Context: an optimization exercise on an open-source flow, tuned for small area. The choices shown serve that exercise and are no tape-out recipe.
The RTL was checked by simulation tests, not by an equivalence proof against the original design.
Power is estimated from default activity; no workload was simulated.

### flow/design.v
module SDRAM_init(
    input                   sysclk_100M     ,        
    input                   rst_n           ,
    output  reg     [ 3:0]  cmd_reg         ,
    output          [1:0]   sdram_ba        ,
    output  reg     [12:0]  sdram_addr      ,
    output                  init_end_flag
);
localparam              POWERUP_200us    =   20000  ;
localparam              CMD_CNT          =   11     ;
localparam              NOP         =   4'b0111 ;
localparam              PRECHARGE   =   4'b0010 ;
localparam              REFRESH     =   4'b0001 ;
localparam              MODEREG_SET =   4'b0000 ;
reg     [14:0]      powerup_cnt     ;
reg     [ 3:0]       cmd_cnt         ;
wire                powerup_done    ;
always @(posedge sysclk_100M or negedge rst_n) begin
    if (rst_n == 1'b0)
        powerup_cnt     <=  11'd0   ;
    else if (powerup_cnt == POWERUP_200us)
        powerup_cnt     <=  POWERUP_200us   ;
    else
        powerup_cnt     <= powerup_cnt + 15'd1;
end
assign  powerup_done = (powerup_cnt == POWERUP_200us) ? 1'b1 : 1'b0;
always @(posedge sysclk_100M or negedge rst_n) begin
    if (rst_n == 1'b0)
        cmd_cnt     <= 4'd0     ;
    else if (cmd_cnt == CMD_CNT)
        cmd_cnt     <= CMD_CNT  ;
    else if (powerup_done == 1'b1)
        cmd_cnt     <=  cmd_cnt + 4'd1;
    else
        cmd_cnt     <=  4'd0    ;
end
always @(posedge sysclk_100M or negedge rst_n) begin
    if (rst_n == 1'b0)
        cmd_reg    <=   NOP ;
    else
        case (cmd_cnt)
            0:  begin
                cmd_reg     <=  NOP                     ;
                sdram_addr  <=  13'b0_0100_0000_0000    ;
                end
            1:  begin
                cmd_reg     <=  PRECHARGE               ;
                sdram_addr  <=  13'b0_0100_0000_0000    ;
                end
            3:  begin
                cmd_reg     <=  REFRESH                 ;
                sdram_addr  <=  13'b0_0100_0000_0000    ;
                end
           10:  begin
                cmd_reg     <=  MODEREG_SET             ;
                sdram_addr  <=  13'b0_0000_0011_0011    ;
                end
            default:    begin
                        cmd_reg     <=  NOP                     ;
                        sdram_addr  <=  13'b0_0100_0000_0000    ;
                        end
        endcase
end
assign sdram_ba = 2'b00;
assign init_end_flag = (cmd_cnt == CMD_CNT) ? 1'b1 : 1'b0;
endmodule
module SDRAM_refresh (
    input                       sysclk_100M         ,         
    input                       rst_n               ,
    output          [ 3:0]      cmd_reg             ,
    input                       arbit_refresh_ack   ,
    output                      arbit_refresh_req   ,
    output                      refresh_end      
);
localparam          CNT_7800ns  =   780         ;
localparam          CNT_70ns    =   7           ;
localparam              NOP         =   4'b0111 ;
localparam              REFRESH     =   4'b0001 ;
reg     [12:0]      cnt_refresh                 ;
reg     [ 3:0]      cnt_cmd                     ;
wire                time2refresh                ;
always @(posedge sysclk_100M or negedge rst_n) begin
    if (rst_n == 1'b0)
        cnt_refresh <= 13'd0;
    else if (arbit_refresh_ack == 1'b1)
        cnt_refresh <= 13'd0;
    else if (cnt_refresh == CNT_7800ns)
        cnt_refresh <= cnt_refresh;
    else
        cnt_refresh <= cnt_refresh + 13'd1;
end
assign time2refresh         = (cnt_refresh == CNT_7800ns) ? 1'b1 : 1'b0;
assign arbit_refresh_req    = time2refresh & (~arbit_refresh_ack);
always @(posedge sysclk_100M or negedge rst_n) begin
    if (rst_n == 1'b0)
        cnt_cmd <= 4'd0;
    else if (arbit_refresh_req == 1'b1)
        cnt_cmd <= 4'd0;
    else if (cnt_cmd == CNT_70ns)
        cnt_cmd <= cnt_cmd;
    else
        cnt_cmd <= cnt_cmd + 4'd1;
end
assign cmd_reg = (cnt_cmd == 4'd1) ? REFRESH : NOP;
assign refresh_end = (cnt_cmd == 4'd7) ? 1'b1 : 1'b0;
endmodule
module SDRAM_write(
    input                       sysclk_100M     ,
    input                       rst_n           ,
    output  reg                 arbit_write_req ,
    input                       arbit_write_ack ,
    output  reg                 arbit_prech_end ,
    output  reg                 write_end       ,
    input                       refresh_req     ,
    output  reg     [ 3:0]      cmd_reg         ,
    output  reg     [12:0]      sdram_addr      ,
    output  reg     [ 1:0]      sdram_bank_addr ,
    input                       write_trig      ,
    output  reg                 data_vld        
);
localparam          S_IDLE      =   5'b0_0001   ;
localparam          S_REQ       =   5'b0_0010   ;
localparam          S_ACT       =   5'b0_0100   ;
localparam          S_WRITE     =   5'b0_1000   ;
localparam          S_PRECHG    =   5'b1_0000   ;
localparam          ACTIVE_CMD  =   4'b0011     ;
localparam          WRITE_CMD   =   4'b0100     ;
localparam          NOP         =   4'b0111     ;
localparam          PRECHARGE   =   4'b0010     ;
localparam          ACT_END     =   1           ;
localparam          BURST_END   =   7           ;
localparam          PRECH_END   =   1           ;
localparam          WRITE_TIMEs =   32          ;
reg     [ 4:0]      state       ;
reg                 act_cnt     ;
reg     [ 2:0]      burst_cnt   ;
reg     [19:0]      write_cnt   ;
reg                 prech_cnt   ;
wire                row_end     ;
reg     [12:0]      row_addr    ;
reg     [ 5:0]      col_addr_p  ;
always @(posedge sysclk_100M or negedge rst_n) begin
    if (rst_n == 1'b0)
        state   <=  S_IDLE  ;
    else case (state)
        S_IDLE:
                if (write_trig == 1'b1)
                    state   <=  S_REQ   ;
                else
                    state   <=  S_IDLE  ;
        S_REQ:
                if (arbit_write_ack == 1'b1)
                    state   <=  S_ACT   ;
                else
                    state   <=  S_REQ   ;
        S_ACT:
                if (act_cnt == ACT_END)
                    state   <=  S_WRITE ;
                else
                    state   <=  S_ACT   ;
        S_WRITE:
                if (burst_cnt == BURST_END && (refresh_req == 1'b1 || write_end == 1'b1 || row_end == 1'b1)     )
                    state   <=  S_PRECHG;
                else
                    state   <=  S_WRITE ;
        S_PRECHG:
                if (prech_cnt == PRECH_END && write_end == 1'b1)
                    state   <=  S_IDLE  ;
                else if (prech_cnt == PRECH_END && refresh_req == 1'b1)
                    state   <=  S_REQ   ;
                else if (prech_cnt == PRECH_END)
                    state   <=  S_ACT   ;
        default:    state   <=  S_IDLE  ;
    endcase
end
assign row_end = ({col_addr_p, burst_cnt} == 9'b1_1111_1111) ? 1'b1 : 1'b0;
always @(posedge sysclk_100M or negedge rst_n) begin
    if (rst_n == 1'b0)
        arbit_write_req <= 1'b0 ;
    else if (state == S_REQ)
        arbit_write_req <= 1'b1 ;
    else
        arbit_write_req <= 1'b0 ;
end
always @(posedge sysclk_100M or negedge rst_n) begin
    if (rst_n == 1'b0)
        write_cnt   <=  8'd0    ;
    else if (burst_cnt == BURST_END && write_cnt == WRITE_TIMEs-1)
        write_cnt   <=  8'd0    ;
    else if (burst_cnt == BURST_END)
        write_cnt   <= write_cnt + 8'd1 ;
end
always @(posedge sysclk_100M or negedge rst_n) begin
    if (rst_n == 1'b0)
        write_end   <=  1'b0    ;
    else if (burst_cnt == BURST_END-1 && write_cnt == WRITE_TIMEs-1)
        write_end   <=  1'b1    ;
    else if (state == S_ACT)
        write_end   <=  1'b0    ;
end
always @(posedge sysclk_100M or negedge rst_n) begin
    if (rst_n == 1'b0)
        act_cnt <=  1'd0;
    else if (state == S_ACT)
        act_cnt <=  1'b1;
    else
        act_cnt <=  1'b0;
end
always @(posedge sysclk_100M or negedge rst_n) begin
    if (rst_n == 1'b0)
        prech_cnt <=    1'b0;
    else if (state == S_PRECHG)
        prech_cnt <=    1'b1;
    else
        prech_cnt <=    1'b0;
end
always @(posedge sysclk_100M or negedge rst_n) begin
    if (rst_n == 1'b0)
        arbit_prech_end <=  1'b0 ;
    else if (prech_cnt == PRECH_END)
        arbit_prech_end <=  1'b1 ;
    else
        arbit_prech_end <=  1'b0 ;
end
always @(posedge sysclk_100M or negedge rst_n) begin
    if (rst_n == 1'b0)
        data_vld    <=  1'b0    ;
    else if (state == S_WRITE)
        data_vld    <=  1'b1    ;
    else
        data_vld    <=  1'b0    ;
end
always @(posedge sysclk_100M or negedge rst_n) begin
    if (rst_n == 1'b0)
        burst_cnt   <=  'd0    ;
    else if (state == S_WRITE && burst_cnt == BURST_END)
        burst_cnt   <=  'd0    ;
    else if (state == S_WRITE)
        burst_cnt   <=  burst_cnt + 1'd1    ;
    else
        burst_cnt   <=  'd0    ;
end
always @(posedge sysclk_100M) begin
    case (state)
        S_ACT: 
                if (act_cnt == 1'd0) begin
                    cmd_reg         <=     ACTIVE_CMD        ;
                    sdram_addr      <=     row_addr          ;
                    end
                else begin
                    cmd_reg         <=     NOP               ;
                    sdram_addr      <=     row_addr          ;
                    end
        S_WRITE:
                if (burst_cnt == 2'd0) begin
                    cmd_reg         <=     WRITE_CMD         ;
                    sdram_addr      <=     {4'b0000,col_addr_p, burst_cnt}    ;
                    end
                else begin
                    cmd_reg         <=     NOP               ;
                    sdram_addr      <=     {4'b0000,col_addr_p, burst_cnt}    ;
                    end
        S_PRECHG:
                if (prech_cnt == 1'd0) begin
                    cmd_reg         <=     PRECHARGE         ;
                    sdram_addr      <=     {4'b0010,col_addr_p, burst_cnt}    ;
                    end
                else begin
                    cmd_reg         <=     NOP               ;
                    sdram_addr      <=     {4'b0000,col_addr_p, burst_cnt}    ;
                    end
        default: 
                    begin
                    cmd_reg         <=     NOP               ;
                    sdram_addr      <=     {4'b0000,col_addr_p, burst_cnt}    ;
                    end
    endcase
end
always @(posedge sysclk_100M or negedge rst_n) begin
    if (rst_n == 1'b0)
        col_addr_p <= 'd0;
    else if (row_addr == (1440-1) && {col_addr_p, burst_cnt} == 512-1)
        col_addr_p <= 'd0;
    else if (state == S_WRITE && burst_cnt == BURST_END) 
        col_addr_p <= col_addr_p + 1'd1;
    else
        col_addr_p  <=  col_addr_p  ;
end
always @(posedge sysclk_100M or negedge rst_n) begin
    if (rst_n == 1'b0)
        row_addr    <=  13'd0;
    else if (row_addr == (1440-1) && {col_addr_p, burst_cnt} == 512-1)
        row_addr    <=  13'd0   ;
    else if (state == S_WRITE && {col_addr_p, burst_cnt} == 9'b1_1111_1111)
        row_addr    <=  row_addr + 13'd1;
    else
        row_addr    <=  row_addr    ;
end
always @(posedge sysclk_100M or negedge rst_n) begin
    if (rst_n == 1'b0)
        sdram_bank_addr   <=  2'd0    ;
    else if (row_addr == (1440-1) && {col_addr_p, burst_cnt} == 512-1)
            sdram_bank_addr   <=  sdram_bank_addr + 2'b10   ;
    else
        sdram_bank_addr   <=  sdram_bank_addr   ;
end
endmodule
module SDRAM_read(
    input                       sysclk_100M     ,
    input                       rst_n           ,
    output  reg     [ 3:0]      cmd_reg         ,
    output  reg     [12:0]      sdram_addr      ,
    output  reg     [ 1:0]      sdram_bank_addr ,
    input                       refresh_req     ,
    output  reg                 arbit_read_req  ,
    input                       arbit_read_ack  ,
    output  reg                 arbit_read_end  ,
    output  reg                 arbit_prech_end ,
        input       [ 1:0]      write_bank_addr ,
    input                       read_trig       ,
    output  reg                 data_vld        
);
localparam                      BURST_TIMES =   32  ;   
localparam                      ACT_END     =   1   ;
localparam                      READ_END    =   11   ;   
localparam                      PRECH_END   =   1   ;
localparam                      READ_CMD    =   4'b0101 ;
localparam                      ACTIVE_CMD  =   4'b0011     ;
localparam                      NOP         =   4'b0111     ;
localparam                      PRECH_CMD   =   4'b0010     ;
localparam                      S_IDLE      =   5'b0_0001   ;
localparam                      S_REQ       =   5'b0_0010   ;
localparam                      S_ACT       =   5'b0_0100   ;
localparam                      S_READ      =   5'b0_1000   ;
localparam                      S_PRECH     =   5'b1_0000   ;
reg                             act_cnt     ;
reg                             prech_cnt   ;
reg                 [ 3:0]      read_cnt    ;
reg                 [19:0]      burst_cnt   ;
reg                 [ 4:0]      state       ;
reg                             row_end     ;
reg                 [12:0]      row_addr    ;
reg                 [ 8:0]      col_addr    ;
always @(posedge sysclk_100M or negedge rst_n) begin
    if (rst_n == 1'b0)
        state   <= S_IDLE   ;
    else 
    case (state)
        S_IDLE: begin
                if (read_trig == 1'b1)
                    state   <=  S_REQ   ;
                else 
                    state   <=  S_IDLE  ;
                end
        S_REQ:  begin
                if (arbit_read_ack == 1'b1)
                    state   <=  S_ACT   ;
                else
                    state   <=  S_REQ   ;
                end
        S_ACT:  begin
                if (act_cnt == ACT_END)
                    state   <=  S_READ  ;
                else 
                    state   <=  S_ACT   ;
                end
        S_READ: begin
                if (read_cnt == READ_END && (arbit_read_end == 1'b1 || refresh_req == 1'b1 || row_end == 1'b1) )
                    state   <=  S_PRECH ;
                else
                    state   <=  S_READ  ;
                end
        S_PRECH:begin
                if (prech_cnt == PRECH_END && arbit_read_end == 1'b1)
                    state   <=  S_IDLE  ;
                else if (prech_cnt == PRECH_END && refresh_req == 1'b1)
                    state   <=  S_REQ   ;
                else if (prech_cnt == PRECH_END)
                    state   <=  S_ACT   ;
                else 
                    state   <=  S_PRECH ;
                end
        default:    state   <=  S_IDLE  ;
    endcase
end
always @(posedge sysclk_100M) begin
    case (state)
        S_ACT:  begin
                if (act_cnt == 1'b0)
                    cmd_reg <=  ACTIVE_CMD  ;
                else
                    cmd_reg <=  NOP         ;
                end
        S_READ: begin
                if (read_cnt == 3'd0)
                    cmd_reg <=  READ_CMD    ;
                else
                    cmd_reg <=  NOP         ;
                end
        S_PRECH:begin
                if (prech_cnt == 1'b0)
                    cmd_reg <=  PRECH_CMD   ;
                else
                    cmd_reg <=  NOP         ;
                end
        default: cmd_reg    <=  NOP         ;
    endcase
end
always @(posedge sysclk_100M) begin
    case (state)
        S_REQ:      arbit_read_req  <=  1'b1    ;
        default:    arbit_read_req  <=  1'b0    ;
    endcase
end
always @(posedge sysclk_100M) begin
    case (state)
        S_ACT:      sdram_addr   <=  row_addr   ;
        S_READ:     sdram_addr   <=  {4'b0000, col_addr}    ;
        default:    sdram_addr   <=  13'b0_0100_0000_0000   ;
    endcase
end
always @(posedge sysclk_100M or negedge rst_n) begin
    if (rst_n == 1'b0)
        col_addr    <=  9'd0    ;
    else if (row_addr == (1440-1) && col_addr == (512-1-3'b111) && read_cnt == READ_END)
        col_addr    <=  9'd0    ;
    else if (read_cnt == 4'd11)
        col_addr    <=  col_addr + 9'd8 ;
end
always @(posedge sysclk_100M or negedge rst_n) begin
    if (rst_n == 1'b0)
        sdram_bank_addr <=  2'd0    ;
    else if (row_addr == (1440-1) && col_addr == (512-1-3'b111) && read_cnt == READ_END) begin
            sdram_bank_addr <=  write_bank_addr + 2'b10     ;
    end
end
always @(posedge sysclk_100M or negedge rst_n) begin
    if (rst_n == 1'b0)
        row_addr <=  13'd0   ;
    else if (row_addr == (1440-1) && col_addr == (512-1-3'b111) && read_cnt == READ_END)
        row_addr <=  13'd0   ;
    else if (state == S_READ && col_addr == 9'b1_1111_1000 && read_cnt == READ_END)
        row_addr <= row_addr + 13'd1;
end
always @(posedge sysclk_100M or negedge rst_n) begin
    if (rst_n == 1'b0)
        row_end     <=  1'b0   ;
    else if (col_addr == 9'b1_1111_1001)
        row_end     <=  1'b1   ;
    else if (state == S_ACT)
        row_end     <=  1'b0   ;
end
always @(posedge sysclk_100M or negedge rst_n) begin
    if (rst_n == 1'b0)
        act_cnt     <=  1'b0;
    else if (state == S_ACT && act_cnt == ACT_END)
        act_cnt     <=  act_cnt ;
    else if (state == S_ACT)
        act_cnt     <=  act_cnt + 1'b1;
    else
        act_cnt     <=  1'b0;
end
always @(posedge sysclk_100M or negedge rst_n) begin
    if (rst_n == 1'b0)
        read_cnt    <=  3'd0    ;
    else if (state == S_READ && read_cnt == READ_END)
        read_cnt    <=  3'd0;
    else if (state == S_READ)
        read_cnt    <=  read_cnt + 3'd1 ;
    else
        read_cnt    <=  3'd0    ;
end
always @(posedge sysclk_100M or negedge rst_n) begin
    if (rst_n == 1'b0)
        prech_cnt     <=  1'b0;
    else if (state == S_PRECH && prech_cnt == PRECH_END)
        prech_cnt     <=  prech_cnt ;
    else if (state == S_PRECH)
        prech_cnt     <=  prech_cnt + 1'b1;
    else
        prech_cnt     <=  1'b0;
end
always @(posedge sysclk_100M or negedge rst_n) begin
    if (rst_n == 1'b0)
        arbit_prech_end <=  1'b0 ;
    else if (prech_cnt == PRECH_END)
        arbit_prech_end <=  1'b1 ;
    else
        arbit_prech_end <=  1'b0 ;
end
always @(posedge sysclk_100M) begin
    if (read_cnt >= 4'd4 && read_cnt <= 4'd11)
        data_vld    <=  1'b1    ;
    else
        data_vld    <=  1'b0    ;
end
always @(posedge sysclk_100M or negedge rst_n) begin
    if (rst_n == 1'b0)
        burst_cnt   <=  4'd0    ;
    else if (burst_cnt == BURST_TIMES-1 && read_cnt == 4'd9)
        burst_cnt   <=  4'd0    ;
    else if (state == S_READ && read_cnt == 4'd9)
        burst_cnt   <=  burst_cnt + 4'd1    ;
end
always @(posedge sysclk_100M or negedge rst_n) begin
    if (rst_n == 1'b0)
        arbit_read_end    <=  1'b1    ;
    else if (read_cnt == 4'd9 && burst_cnt == BURST_TIMES-1)
        arbit_read_end    <=  1'b1    ;
    else if (state == S_ACT)
        arbit_read_end    <=  1'b0    ;
end
endmodule
module SDRAM_arbit(
    input                   sysclk_100M         ,
    input                   rst_n               ,
    output                  CKE                 ,
    output  reg             cs_n                ,
    output  reg             ras_n               ,
    output  reg             cas_n               ,
    output  reg             we_n                ,
    output  reg     [12:0]  addr                ,
    output  reg     [ 1:0]  ba                  ,
    output          [ 1:0]  dqm                 ,
    output          [15:0]  dq_o                ,
    output                  dq_oe               ,
    input           [15:0]  dq_i                ,
    input                   write_trig          ,   
    output                  write_data_vld      ,   
    input           [15:0]  w_dq                ,
    input                   read_trig           ,
    output                  read_data_vld       ,   
    output          [15:0]  r_dq                ,
    output                  write_end           
);
localparam              NOP     =   4'b0111     ;
localparam              S_INIT  =   5'b0_0001   ;
localparam              S_ARBIT =   5'b0_0010   ;
localparam              S_REF   =   5'b0_0100   ;
localparam              S_WRITE =   5'b0_1000   ;
localparam              S_READ  =   5'b1_0000   ;
reg         [ 4:0]      state                   ;
wire                    init_end_flag           ;
wire        [ 3:0]      cmd_init                ;
wire        [12:0]      sdram_addr_init         ;
wire        [ 1:0]      bank_addr_init          ;
wire                    arbit_refresh_req       ;
wire                    arbit_refresh_end       ;
reg                     arbit_refresh_ack       ;
wire        [ 3:0]      cmd_refresh             ;
wire        [12:0]      sdram_addr_refresh      ;
wire        [ 1:0]      bank_addr_refresh       ;
wire                    arbit_write_req         ;
wire                    write_prech_end         ;
reg                     arbit_write_ack         ;
wire        [ 3:0]      cmd_write               ;
wire        [12:0]      sdram_addr_write        ;
wire        [ 1:0]      bank_addr_write         ;
wire                    arbit_read_req          ;
wire                    read_prech_end          ;
reg                     arbit_read_ack          ;
wire                    read_end                ;
wire        [ 3:0]      cmd_read                ;
wire        [12:0]      sdram_addr_read         ;
wire        [ 1:0]      bank_addr_read          ;
reg                     write_read_flag         ;
assign dqm  = 2'b00         ;
assign CKE  = 1'b1          ;
assign dq_o  = w_dq                          ;
assign dq_oe = (state == S_WRITE) ? 1'b1 : 1'b0 ;
assign r_dq  = dq_i                          ;
always @(posedge sysclk_100M or negedge rst_n) begin
    if (rst_n == 1'b0)
        state <=    S_INIT  ;
    else
    case (state)
        S_INIT: 
                begin
                    if (init_end_flag == 1'b1)
                        state   <=  S_ARBIT ;
                    else
                        state   <=  S_INIT  ;
                end
        S_ARBIT:
                begin
                    if (arbit_refresh_req == 1'b1)
                        state   <=  S_REF    ;
						  else if (arbit_write_req == 1'b1 && arbit_read_req == 1'b1 && 
                            write_end == 1'b1 && read_end == 1'b1 && write_read_flag == 1'b1)
                        state   <=  S_READ  ;
                    else if (arbit_write_req == 1'b1 && arbit_read_req == 1'b1 && 
                            write_end == 1'b1 && read_end == 1'b1 && write_read_flag == 1'b0)
                        state   <=  S_WRITE ;
                    else if (arbit_write_req == 1'b1 && read_end == 1'b1)
                        state   <= S_WRITE  ;
                    else if (arbit_read_req == 1'b1 && write_end == 1'b1)
                        state   <=  S_READ  ;
                    else 
                        state   <=  S_ARBIT  ;
                end
        S_REF:
                begin
                    if (arbit_refresh_end == 1'b1)
                        state   <=  S_ARBIT ;
                    else
                        state   <=  S_REF   ;
                end
        S_WRITE:
                begin
                    if (write_prech_end == 1'b1 && (arbit_refresh_req == 1'b1 || write_end == 1'b1)) 
                        state   <=  S_ARBIT ;
                    else
                        state   <=  S_WRITE ;
                end
        S_READ:
                begin
                    if (read_prech_end == 1'b1 && (arbit_refresh_req == 1'b1 || read_end == 1'b1))
                        state   <=  S_ARBIT ;
                    else
                        state   <=  S_READ  ;
                end
        default:        state   <=  S_INIT  ;
    endcase
end
always @(posedge sysclk_100M) begin
    case (state)
        S_INIT: 
                begin
                    {cs_n, ras_n, cas_n, we_n}  <=  cmd_init            ;
                    addr                        <=  sdram_addr_init     ;
                    ba                          <=  bank_addr_init      ;
                    write_read_flag             <=  1'b0                ;
                    arbit_refresh_ack           <=  1'b0                ;
                    arbit_write_ack             <=  1'b0                ;
                    arbit_read_ack              <=  1'b0                ;
                end
        S_ARBIT: 
                begin
                    {cs_n, ras_n, cas_n, we_n}  <=  NOP                 ;
                    addr                        <=  addr                ;
                    ba                          <=  ba                  ;
                    write_read_flag             <=  write_read_flag     ;
                    if (arbit_refresh_req == 1'b1) begin
                        arbit_refresh_ack           <=  1'b1                ;
                        arbit_write_ack             <=  1'b0                ;
                        arbit_read_ack              <=  1'b0                ;
                    end
                    else if (arbit_write_req == 1'b1 && arbit_read_req == 1'b1 && 
                            write_end == 1'b1 && read_end == 1'b1 && write_read_flag == 1'b0) begin 
                        arbit_refresh_ack           <=  1'b0                ;
                        arbit_write_ack             <=  1'b1                ;
                        arbit_read_ack              <=  1'b0                ;
                    end
                    else if (arbit_write_req == 1'b1 && arbit_read_req == 1'b1 && 
                            write_end == 1'b1 && read_end == 1'b1 && write_read_flag == 1'b1) begin 
                        arbit_refresh_ack           <=  1'b0                ;
                        arbit_write_ack             <=  1'b0                ;
                        arbit_read_ack              <=  1'b1                ;
                    end
                    else if (arbit_write_req == 1'b1 && read_end == 1'b1) begin 
                        arbit_refresh_ack           <=  1'b0                ;
                        arbit_write_ack             <=  1'b1                ;
                        arbit_read_ack              <=  1'b0                ;
                    end
                    else if (arbit_read_req == 1'b1 && write_end == 1'b1) begin 
                        arbit_refresh_ack           <=  1'b0                ;
                        arbit_write_ack             <=  1'b0                ;
                        arbit_read_ack              <=  1'b1                ;
                    end
                    else begin
                        arbit_refresh_ack           <=  1'b0                ;
                        arbit_write_ack             <=  1'b0                ;
                        arbit_read_ack              <=  1'b0                ;
                    end
                end
        S_REF: 
                begin
                    {cs_n, ras_n, cas_n, we_n}  <=  cmd_refresh         ;
                    addr                        <=  sdram_addr_refresh  ;
                    ba                          <=  bank_addr_refresh   ;
                    write_read_flag             <=  write_read_flag     ;
                    arbit_refresh_ack           <=  1'b0                ;
                    arbit_write_ack             <=  1'b0                ;
                    arbit_read_ack              <=  1'b0                ;
                end
        S_WRITE: 
                begin
                    {cs_n, ras_n, cas_n, we_n}  <=  cmd_write           ;
                    addr                        <=  sdram_addr_write    ;
                    ba                          <=  bank_addr_write     ;
                    write_read_flag             <=  1'b1                ;
                    arbit_refresh_ack           <=  1'b0                ;
                    arbit_write_ack             <=  1'b0                ;
                    arbit_read_ack              <=  1'b0                ;
                end
        S_READ: 
                begin
                    {cs_n, ras_n, cas_n, we_n}  <=  cmd_read            ;
                    addr                        <=  sdram_addr_read     ;
                    ba                          <=  bank_addr_read      ;
                    write_read_flag             <=  1'b0                ;
                    arbit_refresh_ack           <=  1'b0                ;
                    arbit_write_ack             <=  1'b0                ;
                    arbit_read_ack              <=  1'b0                ;
                end
        default: 
                begin
                    {cs_n, ras_n, cas_n, we_n}  <=  NOP                 ;
                    addr                        <=  addr                ;
                    ba                          <=  ba                  ;
                    write_read_flag             <=  write_read_flag     ;
                    arbit_refresh_ack           <=  1'b0                ;
                    arbit_write_ack             <=  1'b0                ;
                    arbit_read_ack              <=  1'b0                ;
                end
    endcase
end
SDRAM_init SDRAM_init_inst(
    .sysclk_100M                (   sysclk_100M                 )   ,        
    .rst_n                      (   rst_n                       )   ,
    .cmd_reg                    (   cmd_init                    )   ,
    .sdram_ba                   (   bank_addr_init              )   ,
    .sdram_addr                 (   sdram_addr_init             )   ,
    .init_end_flag              (   init_end_flag               )
);
SDRAM_refresh SDRAM_refresh_inst(
    .sysclk_100M                (   sysclk_100M                 )   ,         
    .rst_n                      (   rst_n                       )   ,
    .cmd_reg                    (   cmd_refresh                 )   ,
    .arbit_refresh_ack          (   arbit_refresh_ack           )   ,
    .arbit_refresh_req          (   arbit_refresh_req           )   ,
    .refresh_end                (   arbit_refresh_end           )
);
assign  sdram_addr_refresh = 13'd0  ;
assign  bank_addr_refresh  = 2'd0   ;
SDRAM_write SDRAM_write_inst(
    .sysclk_100M                (   sysclk_100M                 )   ,
    .rst_n                      (   rst_n                       )   ,
    .arbit_write_req            (   arbit_write_req             )   ,
    .arbit_write_ack            (   arbit_write_ack             )   ,
    .arbit_prech_end            (   write_prech_end             )   ,
    .write_end                  (   write_end                   )   ,
    .refresh_req                (   arbit_refresh_req           )   ,
    .cmd_reg                    (   cmd_write                   )   ,
    .sdram_addr                 (   sdram_addr_write            )   ,
    .sdram_bank_addr            (   bank_addr_write             )   ,
    .write_trig                 (   write_trig                  )   ,
    .data_vld                   (   write_data_vld              )   
);
SDRAM_read SDRAM_read_inst(
    .sysclk_100M                (   sysclk_100M                 )   ,
    .rst_n                      (   rst_n                       )   ,
    .cmd_reg                    (   cmd_read                    )   ,
    .sdram_addr                 (   sdram_addr_read             )   ,
    .sdram_bank_addr            (   bank_addr_read              )   ,
    .refresh_req                (   arbit_refresh_req           )   ,
    .arbit_read_req             (   arbit_read_req              )   ,
    .arbit_read_ack             (   arbit_read_ack              )   ,
    .arbit_read_end             (   read_end                    )   ,
    .arbit_prech_end            (   read_prech_end              )   ,
        .write_bank_addr        (   bank_addr_write             )   ,
    .read_trig                  (   read_trig                   )   ,
    .data_vld                   (   read_data_vld               )   
);
endmodule
### flow/config.mk
export PLATFORM = sky130hd
export DESIGN_NAME = SDRAM_arbit
export DESIGN_NICKNAME = SDRAM_arbit
export VERILOG_FILES = /design/flow/design.v
export SDC_FILE = /design/flow/constraint.sdc
export NUM_CORES = 4
export LEC_CHECK = 0
export CAP_MARGIN = 20
export CORE_MARGIN = 2
export CORE_UTILIZATION = 40
export SLEW_MARGIN = 20
### flow/constraint.sdc
create_clock -name core_clock -period 10.0 [get_ports {sysclk_100M}]
set_input_delay 2.0000 -clock core_clock [delete_from_list [all_inputs] [get_ports {sysclk_100M}]]
set_output_delay 2.0000 -clock core_clock [all_outputs]
set_load 0.01 [all_outputs]
### flow/run.sh
#!/bin/bash
# synth_recipe.tcl (not shown) runs the flow's synth.tcl, then flattens the netlist and writes it again
# the make line also repeats each setting of config.mk as NAME=value (left out here)
make -C /OpenROAD-flow-scripts/flow DESIGN_CONFIG=/design/flow/config.mk WORK_HOME=/design/flow/orfs CLKGATE_MAP_FILE= SYNTH_SCRIPT=/design/flow/synth_recipe.tcl finish
==> key figures <==
Run status
  • Outcome: finished clean

Global route
  • Vias in the first global route: 6203
  • Gr usage total: 15.8%
  • First-pass GRT wire length: around 32 mm
  • Initial antenna violation count: 0
  • Largest net degree at the start of global routing: 95
  • Overflow after GRT: 0

Clock tree
  • Htree depth: 1
  • CTS tree: yes
  • Worst skew pair latency: about 520 ps
  • Clock root cell: clkbuf_16
  • Clock Tree Buf Depth: 3
  • Cts hold-fix bufs: 0
  • Cts repair resizes: 0
  • Reg clk slew, reported paths: 50 ps
  • Setup Fix Bufs, Post-CTS: 0
  • CTS sink cnt: around 210
  • Total CTS buffers: 24

Pwr
  • Total Power: between 1.5 and 2 mW
  • Leak pwr: about 4.6 nW
  • PD cells: approximately 170 nW/um^2
  • Max IR drop VDD: 0.132 mV

Setup path
  • CP required: around 8000 ps
  • Worst Setup End Kind: output port
  • WS Path Type: flop to output port
  • Crit path max-delay family: buffers and inverters
  • R2R setup slack: 7390 ps
  • Critical Path Start Type: flop
  • Worst path max stage delay: 670 ps
  • Critical path arrival: ~2600 ps
  • Reg-to-Reg Start: SDRAM_read_inst.row_addr[5]$_DFFE_PN0P_
  • Worst Path Max Fanout: 21
  • CP Cell Sequence: nor3b_1, nand2_1, inv_1, clkdlybuf4s50_1
  • Crit-path slowest cell: clkdlybuf4s50_1
  • Crit path buffers/inverters: 2
  • CP startpoint: state[2]$_DFF_PN0_

Routing
  • Drt total wl: 19.1 mm
  • DR WL/cell: approximately 15 um
  • Post-DRT Antenna Nets: 0
  • Via count: between 6k and 7k
  • DR vias/cell: slightly above 5
  • DRT iter0 DRCs: 483
  • Remaining DRCs: 0
  • First-pass detailed-route iteration total: 5

Floorplanning
  • Die W: approximately 160 um
  • Die footprint: about 25000 um^2
  • Die H: 158 um
  • Rows: 56
  • Starting Density: ~40%
  • I/O pin count: between 90 and 100
  • Core Area: about 23000 um^2

Yosys
  • Synth area leader: dfrtp_1
  • Post-synth top cells: dfrtp_1 (144), nand2_1 (87), nor2_1 (83)
  • Most area-consuming cells after synthesis: dfrtp_1 (38%), dfxtp_1 (8.4%), edfxtp_1 (5.4%)
  • Post-synth cell types: 71
  • Synth Area per Inst: approximately 10 um^2
  • YS warnings: 5
  • Seq cells post-synth: between 200 and 250
  • Seq/Total Area, Yosys: a little over half
  • Syn Inst Count: 924
  • Ys flop type: dfrtp_1
  • Async set or reset register ratio after synthesis: between 70% and 80%
  • Synth top area share: 37.9%
  • Most common cell in the netlist: dfrtp_1
  • EDFF count, synth: 17
  • Synthesized area: approximately 9500 um^2

STA
  • Setup TNS: 0 ps
  • Final setup fails: 0
  • Final worst-path cycle share: between 40 and 50%
  • Final hold vios: 0
  • Slew @ Worst Pin: ~940 ps
  • Peak Freq: around 220 MHz
  • Max-slew violation count: 0
  • Slew margin rel.: a little under two fifths
  • Final Critical Period: about 4600 ps
  • Setup Skew: 16.9 ps
  • Min Hold Slack: roughly 440 ps
  • RSZ-0062 raised after global routing: no

Layout
  • ANT cells: 0
  • Top flop regs: SDRAM_read_inst.burst_cnt: 20 flops, SDRAM_write_inst.write_cnt: 20 flops, SDRAM_init_inst.powerup_cnt: 15 flops
  • Layout cell share with drive strength beyond 1: under 10%
  • Final-layout fill cell count: 2222
  • Layout Nets: about 990
  • Final Util: approximately 46%
  • Post-route design area: 10700 um^2
  • P&R area growth vs syn: 12.0%

Placement
  • HPWL Detailed: approximately 13 mm
  • Gpl congestion: ~0.8
  • Placed Area: 9850 um^2
  • PortBufs: 24

Hold path
  • HP Start: SDRAM_read_inst.prech_cnt$_DFFE_PN0N_
  • Worst Hold Class: flop to flop

Job
  • Max Cap Viol: 0
-- cell families (layout without fill, tap and decap cells) --
group | Yosys count | in the layout | share of synthesized area (%)
AND/OR/NAND/NOR | 385 | 385 | 20.7
flip-flops | 208 | 208 | 53.6
AO/OA/AOI/OAI | 125 | 125 | 9.14
buffers and inverters | 92 | 110 | 5.21
XOR/XNOR | 84 | 84 | 7.73
adder cells (fa/ha/maj) | 25 | 25 | 3.29
multiplexers | 3 | 3 | 0.329
other | 2 | 5 | 0.0789
-- layout by cell type, fill, tap and decap left out, drive strengths merged, types with 19 or more instances in the layout --
cell	instances
xor2	30
nand4	27
dfxtp	40
clkdlybuf4s50	23
nor2	83
nor3	28
nand2	88
dfrtp	144
a21oi	19
xnor2	54
o21ai	34
ha	25
nand3	48
and2	20
clkbuf	37
inv	38
-- through the flow --
step | setup slack (ps) | std cells
finish | 5370 | 1264
detailed placement | 5910 | 1220
CTS | 5360 | 1264
global route | 5220 | 1264
global placement | 5940 | 1220
floorplan | 5880 | 927
-- metal layers --
metal  routed length, um  vias up  GRT usage [%]
met2                8290      114           23.5
met3                 892       36           2.42
met1                9560     3101           23.6
met4                 393        0           5.02
met5                   0        -              0
li1                    -     3216              -
-- power by group --
group	internal, mW	switching, mW
Sequential	0.855	0.00586
Combinational	0.00913	0.0216
Clock	0.535	0.340
-- final cells by class --
cell class | instances | area, um^2 | area share, %
Sequential cell | 208 | 5100 | 47.8
Multi-Input combinational cell | 627 | 3940 | 37.0
Clock buffer | 37 | 742 | 6.96
Tap cell | 319 | 399 | 3.74
Timing Repair Buffer | 28 | 272 | 2.55
Inverter | 38 | 143 | 1.34
Clock inverter | 7 | 65.1 | 0.610
-- path summary, 6_finish.rpt --
check,to,depth (start not counted)
worst max-delay path,dq_oe,4
worst min-delay path,SDRAM_read_inst.arbit_prech_end$_DFF_PN0_,0
worst max register to register,SDRAM_read_inst.row_addr[8]$_DFFE_PN0P_,5
worst min register to register,SDRAM_read_inst.arbit_prech_end$_DFF_PN0_,0
max in group asynchronous,SDRAM_read_inst.burst_cnt[4]$_DFFE_PN0P_,2
min in group asynchronous,SDRAM_read_inst.burst_cnt[6]$_DFFE_PN0P_,1

==> afterwards: timing with drivers on the ports <==
Ports are ideal in the flow. The routed layout listed here was re-timed in OpenROAD.
Step 1 assumes that a clkbuf_16 drives the clock port and a buf_2 every other input.
Step 2 adds t to the input delays and takes it off the output delays; t is the mean of the earliest and latest rising clock arrival at the registers after step 1. Input paths then give back, and output paths get back, about the clock's delay inside the block.
Slacks: ideal ports / drivers / drivers and shift; pairs: ideal ports / drivers.
shift t [ns]: 0.555
slack for setup (ns): 5.367 / 5.324 / 5.879
worst setup path at the end: register to output
latest minus earliest clock arrival (ns): 0.019 / 0.019
After both steps setup and hold are still met in this run. The setup slack of this run moves by -0.043 ns with the drivers and by +0.512 ns with both steps.
